Context: an optimization exercise on an open-source flow, tuned for small area. The choices shown serve that exercise and are no tape-out recipe.
Function was not checked in any run shown here: the RTL went through the layout flow alone.

==> flow/design.v, too long to show whole: its modules and the start of the top module <==
// module cordic_fa: 6 lines
// module cordic_ha: 6 lines
// module cordic_cct: 6 lines
// module cordic_cci: 6 lines
// module cordic_pipelined: 1749 lines
module cordic_pipelined(clk, z0, xn, yn);
  // ...
==> flow/run.sh <==
#!/bin/bash
# synth_recipe.tcl (not shown) runs the flow's synth.tcl, then flattens the netlist and writes it again
# the make line also repeats each setting of config.mk as NAME=value (left out here)
make -C /OpenROAD-flow-scripts/flow DESIGN_CONFIG=/design/flow/config.mk WORK_HOME=/design/flow/orfs CLKGATE_MAP_FILE= SYNTH_SCRIPT=/design/flow/synth_recipe.tcl finish
==> flow/config.mk <==
export PLATFORM = sky130hd
export DESIGN_NAME = cordic_pipelined
export DESIGN_NICKNAME = cordic_pipelined
export VERILOG_FILES = /design/flow/design.v
export SDC_FILE = /design/flow/constraint.sdc
export NUM_CORES = 4
export LEC_CHECK = 0
export CAP_MARGIN = 20
export CORE_MARGIN = 2
export CORE_UTILIZATION = 40
export SLEW_MARGIN = 20
export SYNTH_HIERARCHICAL = 1
==> flow/constraint.sdc <==
create_clock -name core_clock -period 5.0 [get_ports {clk}]
set_input_delay 1.0000 -clock core_clock [delete_from_list [all_inputs] [get_ports {clk}]]
set_output_delay 1.0000 -clock core_clock [all_outputs]
set_load 0.01 [all_outputs]
==> impl_metrics.yaml, run 1 <==
route:
  met1_length_mm: 11.3
  viasPerCell: 4.54
die:
  coreArea_um2: 40900
  num_io_pins: 50
placement:
  gp_congestion: 0.841
cells_and_area:
  clkbuf_count: 53
  seq_area_share_pct: 37.6
  diodes: 0
cts:
  clkTransAtPathRegs_ps: 60
  ctsHtreeMaxLevel: 2
  post_cts_resized: 0
synth:
  ys_types: 67
  async_flop_share_pct: 0
  synth-seq-cells: 352
  synth_top_family_by_area: "adder cells"
  avgSynthCellArea_um2: 12.1
worst_setup_path:
  r2r_cells: 20
  path_common_cell: "fa_1"
  path_cells: "fa_1 -> fa_1 -> fa_1 -> fa_1 -> fa_1 -> xor2_1 -> clkdlybuf4s50_1"
  critPathLaunch: "yt9_17_p10"
outcome:
  status: "finished clean"
timing:
  skew_ps: 24.6
  hold_ws_ps: 322
  worst_slack_ps: 244
global_routing:
  track_usage_pct: 13.2
hold_path:
  hold_class: "reg -> reg"
==> run 2, diff against run 1 <==
--- a/flow/config.mk
+++ b/flow/config.mk
@@ -8,5 +8,7 @@
 export CAP_MARGIN = 20
 export CORE_MARGIN = 2
 export CORE_UTILIZATION = 40
+export CTS_BUF_LIST = sky130_fd_sc_hd__clkbuf_2
+export CTS_CLUSTER_SIZE = 20
 export SLEW_MARGIN = 20
 export SYNTH_HIERARCHICAL = 1
==> impl_metrics.yaml, run 2 <==
worst_setup_path:
  path_common_cell: "fa_1"
  cp-end-kind: "primary output"
  cp_max_fo: 5
  crit_required_ps: 4000
  crit_arrival_ps: 3790
  crit_buf_inv: 1
  worstSetupPathType: "reg -> out"
  cp_num_cells: 8
  crit_slowest_cell: "fa_1"
  rrSetupSlack_ps: 480
  cpPeakStageDelay_ps: 510
  critPathTopFamily: "adder cells"
  start_kind: "flop"
  r2r_cells: 20
  path_cells: "fa_1 -> fa_1 -> fa_1 -> fa_1 -> fa_1 -> xnor2_1 -> xnor2_1 -> buf_2"
timing:
  hold_violations: 0
  min_period_ps: 4790
  max_clock_freq_ghz: 0.209
  finalSetupViolCount: 0
  period_share_pct: 95.8
  tightest_slew_ps: 831
  relSlewSlack_pct: 44.4
  rsz0062_at_grt: "true"
  slew_violations: 0
  skew_ps: 92.3
cts:
  clkTransAtPathRegs_ps: 110
  postCtsSetupBuffers: 0
  clock_latency_ps: 900
  clk_path_buf_depth: 3
  cts_num_sinks: 352
  cts_made_buffers: 86
  cts_root_buffer: "clkbuf_2"
  holdBufCountCts: 0
  ctsHtreeMaxLevel: 3
  cts_tree: "built"
synth:
  synthTopCellsByCount: "dfxtp_1 (352), fa_1 (187), xnor2_1 (110)"
  avgSynthCellArea_um2: 12.1
  synth_most_common_cell: "dfxtp_1"
  synth_area_leaders: "dfxtp_1 (42%), fa_1 (23%), ha_1 (6.9%)"
  synth-simple-area-share_pct: 4.25
  syn-num-nets: 1663
  syn_inst: 1371
  synth_fa_ha_area_share_pct: 29.4
  ys_warn_count: 7
  synthDominantCellAreaShare_pct: 42.4
  synth_top_family_by_area: "adder cells"
  synth.area.mux_share_pct: 1.51
  ys.flop_type: "dfxtp_1"
  synthXorXnorAreaFrac_pct: 9.50
  async_flop_share_pct: 0
  ys_types: 67
  synth_edf_count: 0
  syn-cell-area_um2: 16600
  synth-seq-area-share_pct: 42.4
  synth-seq-cells: 352
  synth_compound_gate_area_share_pct: 7.78
  yosys.area.top_type: "dfxtp_1"
outcome:
  status: "finished clean"
cells_and_area:
  final_area_um2: 18300
  final_cell_mix: "dfxtp_1 (349), fa_1 (187), clkbuf_2 (122)"
  n_fill_cell: 3881
  largest_reg_flops: 29
  final_common_cell: "dfxtp_1"
  layout-drive-gt1-share_pct: 12.6
  syn2layout_area_growth_pct: 9.90
  nets: 1735
die:
  rows: 74
  die_h_um: 208
  num_io_pins: 50
  coreArea_um2: 40900
  dieArea_um2: 43200
  fp.dieW_um: 208
  initial_core_util_pct: 40.6
global_routing:
  grt_overflow_total: 0
  track_usage_pct: 13.5
  grt_max_degree: 63
  grt_pass1_wl_mm: 47.7
  antenna_found_initial: 2
  grt_pass1_vias: 9892
hold_path:
  hold_class: "reg -> reg"
  hold_depth: 0
route:
  post_drt_wl_per_cell_um: 13.8
  drc: 0
  via_count: 9202
  viasPerCell: 4.51
  drt_first_pass_iters: 5
  first_iter_violations: 343
  route.antenna.remaining_nets: 0
  routed_wl_mm: 28.2
placement:
  dpl_cell_area_um2: 17500
  hpwl_mm: 21.8
  portBuffers: 49
  gp_congestion: 0.841
flow_run:
  drv_cap: 0
-- run 2: cell families after synthesis --
group                      after synthesis
adders and majority gates              278
xor gates and xnor gates               177
AOI/OAI and AO/OA                      201
DFF                                    352
buffers and inverters                  192
and+or+nand+nor                        153
muxes                                   18
-- run 2: area by class of cell --
cell class | count | area [µm²] | share of cell area (%)
clock buffer | 121 | 606 | 3.32
multi-input combinational | 827 | 8750 | 47.9
timing repair buffer | 65 | 601 | 3.29
tap | 532 | 666 | 3.64
sequential | 352 | 7050 | 38.6
inverter | 111 | 422 | 2.31
clock inverter | 30 | 165 | 0.904
antenna | 3 | 7.51 | 0.0411
-- run 2: per-layer routing --
metal,track usage [%],up-vias,share of wire (%)
met2,24.9,196,53
met3,3.13,51,4.4
li1,-,4602,-
met5,0,-,0
met1,14.9,4353,40
met4,5.01,0,2.2
-- run 2: metrics by stage --
| stage | setup slack (ps) | util [%] | instances | TNS [ps] | hold WS (ps) |
|---|---|---|---|---|---|
| 6_report | 211 | 44.6 | 2041 | 0 | 320 |
| 3_3_place_gp | 612 | 42.7 | 1887 | 0 | 311 |
| 4_1_cts | -109 | 44.6 | 2038 | -109 | 314 |
| 5_1_grt | -79.8 | 44.6 | 2041 | -79.8 | 330 |
| 3_5_place_dp | 494 | 42.7 | 1887 | 0 | 312 |
| 2_1_floorplan | 602 | - | 1371 | 0 | 310 |
-- run 2: per-module statistics from Yosys, one instance, submodules excluded --
| module | flops+latches | copies in the design | cells inside | cell area [µm²] |
|---|---|---|---|---|
| cordic_pipelined | 352 | 1 | 1157 | 12600 |
| cordic_fa | 0 | 180 | 1 | 20.0 |
| cordic_ha | 0 | 34 | 1 | 12.5 |
-- run 2: final timing paths --
kind / to / from
setup / recovery: yn[17] / xi9_17_p10
hold / removal: f_p4 / f_r3
setup reg to reg: z6_r3[5] / z3_r2[8]
hold reg to reg: f_p4 / f_r3
-- run 2: worst register-to-register path: cells and delay by family, from the launching register on --
family / cells / cell delay (ps)
compound gates: 6 / 1170
xor+xnor: 2 / 260
fa+ha+maj: 3 / 870
buf+inv: 3 / 280
flops: 1 / 560
simple gates: 6 / 1280
-- run 2: timing repair --
| action | in CTS | in global routing |
|---|---|---|
| setup endpoints to repair | 5 | 6 |
| resized for setup | 8 | 14 |
| hold endpoints to repair | 0 | 0 |
| pin swaps | 0 | 3 |
==> run 3, diff against run 2 <==
--- a/flow/config.mk
+++ b/flow/config.mk
@@ -8,7 +8,6 @@
 export CAP_MARGIN = 20
 export CORE_MARGIN = 2
 export CORE_UTILIZATION = 40
-export CTS_BUF_LIST = sky130_fd_sc_hd__clkbuf_2
-export CTS_CLUSTER_SIZE = 20
+export CTS_BUF_LIST = sky130_fd_sc_hd__clkbuf_4
 export SLEW_MARGIN = 20
 export SYNTH_HIERARCHICAL = 1
==> impl_metrics.yaml, run 3 <==
cells_and_area:
  final_common_cell: "dfxtp_1"
  layout-drive-gt1-share_pct: 12.9
  largest_reg_flops: 29
  nets: 1738
  instances_no_fill: 2048
  syn2layout_area_growth_pct: 12.3
  final_cell_mix: "dfxtp_1 (351), fa_1 (187), clkbuf_4 (132)"
route:
  drc: 0
  first_iter_violations: 370
  via_count: 9201
  routed_wl_mm: 28.3
  post_drt_wl_per_cell_um: 13.8
  drt_first_pass_iters: 4
  viasPerCell: 4.49
  route.antenna.remaining_nets: 0
placement:
  gp_congestion: 0.841
  place_inst: 1887
  portBuffers: 49
  dpl_worst_slack_ps: 494
  hpwl_mm: 21.8
die:
  die_h_um: 208
  initial_core_util_pct: 40.6
  dieArea_um2: 43200
  rows: 74
  coreArea_um2: 40900
  fp.dieW_um: 208
  num_io_pins: 50
worst_setup_path:
  path_cells: "fa_1 -> fa_1 -> fa_1 -> fa_1 -> fa_1 -> xnor2_1 -> xnor2_1 -> clkbuf_2"
  path_common_cell: "fa_1"
  cp-end-kind: "primary output"
  crit_arrival_ps: 3700
  rrSetupSlack_ps: 490
  crit_required_ps: 4000
  start_kind: "flop"
  cpPeakStageDelay_ps: 460
  crit_buf_inv: 1
  cp_max_fo: 5
  critPathTopFamily: "adder cells"
  worstSetupPathType: "reg -> out"
  crit_slowest_cell: "fa_1"
timing:
  hold_violations: 0
  finalSetupViolCount: 0
  final.setup.tns_ps: 0
  relSlewSlack_pct: 43.6
  tightest_slew_ps: 843
  worst_slack_ps: 296
  skew_ps: 52.7
  rsz0062_at_grt: "false"
  max_clock_freq_ghz: 0.213
  slew_violations: 0
  period_share_pct: 94.1
  min_period_ps: 4700
  hold_ws_ps: 315
cts:
  cts_num_sinks: 352
  cts_tree: "built"
  postCtsSetupBuffers: 0
  ctsHtreeMaxLevel: 3
  clock_latency_ps: 730
  cts_made_buffers: 89
  clkTransAtPathRegs_ps: 60
  cts_root_buffer: "clkbuf_4"
  clk_path_buf_depth: 3
synth:
  syn-cell-area_um2: 16600
  synth-seq-area-share_pct: 42.4
  ys_types: 67
  synth-seq-cells: 352
  avgSynthCellArea_um2: 12.1
  synthTopCellsByCount: "dfxtp_1 (352), fa_1 (187), xnor2_1 (110)"
  async_flop_share_pct: 0
  syn_inst: 1371
  ys_warn_count: 7
  synthDominantCellAreaShare_pct: 42.4
  synth_most_common_cell: "dfxtp_1"
  yosys.area.top_type: "dfxtp_1"
  synth_edf_count: 0
  ys.flop_type: "dfxtp_1"
  synth_area_leaders: "dfxtp_1 (42%), fa_1 (23%), ha_1 (6.9%)"
  syn-num-nets: 1663
outcome:
  status: "finished clean"
global_routing:
  antenna_found_initial: 2
  grt_pass1_wl_mm: 47.9
  track_usage_pct: 13.5
  grt_overflow_total: 0
  grt_max_degree: 63
  grt_pass1_vias: 9986
flow_run:
  drv_cap: 0
hold_path:
  hold_class: "reg -> reg"
-- run 3: routing by layer --
| layer | routed length, µm | share of wire (%) | vias to the layer above | GRT usage, % |
|---|---|---|---|---|
| met4 | 654 | 2.3 | 0 | 5.23 |
| met5 | 0 | 0 | - | 0 |
| met2 | 15100 | 53 | 175 | 25.0 |
| li1 | - | - | 4614 | - |
| met3 | 1160 | 4.1 | 56 | 3.24 |
| met1 | 11400 | 40 | 4356 | 14.9 |
-- run 3: layout make-up --
class                   count  area, µm²
diodes                      3       7.51
fillers                  3841      22300
repair buffers             65        613
flip-flops and latches    352       7050
inverters                 111        422
multi-input cells         827       8730
clock inverters            26        185
clock buffers             132        991
well taps                 532        666
-- run 3: timing repair --
action,in CTS,in global routing
endpoints found under the setup margin,2,3
hold buffers,0,0
gates resized for setup,2,5
-- run 3: cell families after synthesis --
group | count (synthesis) | share of synthesized area (%)
adders and majority gates | 278 | 29.4
muxes | 18 | 1.51
and+or+nand+nor | 153 | 4.25
DFF | 352 | 42.4
buffers and inverters | 192 | 5.19
xor gates and xnor gates | 177 | 9.50
AOI/OAI and AO/OA | 201 | 7.78
-- run 3: path summary, 6_finish.rpt --
check / startpoint / end / cells after the start
setup / recovery: xi9_17_p10 / yn[17] / 8
hold reg to reg: lut5$func$/design/flow/design.v:759$5471.$result[31] / ly13_p5 / 0
hold / removal: lut5$func$/design/flow/design.v:759$5471.$result[31] / ly13_p5 / 0
setup reg to reg: z3_r2[8] / z6_r3[5] / 20
-- run 3: through the flow --
stage          instance area [µm²]  util, %
6_report                     18700     45.6
5_1_grt                      18700     45.6
4_1_cts                      18700     45.6
3_5_place_dp                 17500     42.7
3_3_place_gp                 17500     42.7
2_1_floorplan                16600        -
-- run 3: Yosys stat by module, one instance, submodules excluded --
module	cell area [µm²]	cells inside
cordic_pipelined	12600	1157
cordic_fa	20.0	1
cordic_ha	12.5	1
-- run 3: worst reg2reg max path, delay by kind of cell, from the launching register on --
kind / cells / cell delay (ps)
AOI/OAI and AO/OA: 6 / 1170
buffers and inverters: 3 / 280
adders and majority gates: 3 / 880
xor gates and xnor gates: 2 / 260
and+or+nand+nor: 6 / 1280
DFF: 1 / 550

-- static timing again, ports no longer ideal --
The flow's constraints put no driver on any port. The routed layouts listed below were extracted and timed again, unchanged, in two steps.
Step 1, drivers: a clkbuf_16 drives clk and a buf_2 each remaining input, both assumed.
Step 2 also shifts input and output timing later by t, the mid clock arrival at the registers, as if the neighbouring blocks saw the same clock.
Slacks: ideal / step 1 / step 2; pairs: ideal / step 1.
run | t, ns | setup WS [ns] | hold slack, ns | worst setup path after step 2
run 1 | 0.551 | 0.244 / 0.195 / 0.491 | 0.322 / 0.322 / 0.322 | register to register
run 2 | 0.894 | 0.211 / 0.168 / 0.475 | 0.320 / 0.320 / 0.320 | register to register
run 3 | 0.749 | 0.296 / 0.252 / 0.492 | 0.315 / 0.315 / 0.315 | input to register
After both steps setup and hold are still met in every run listed.
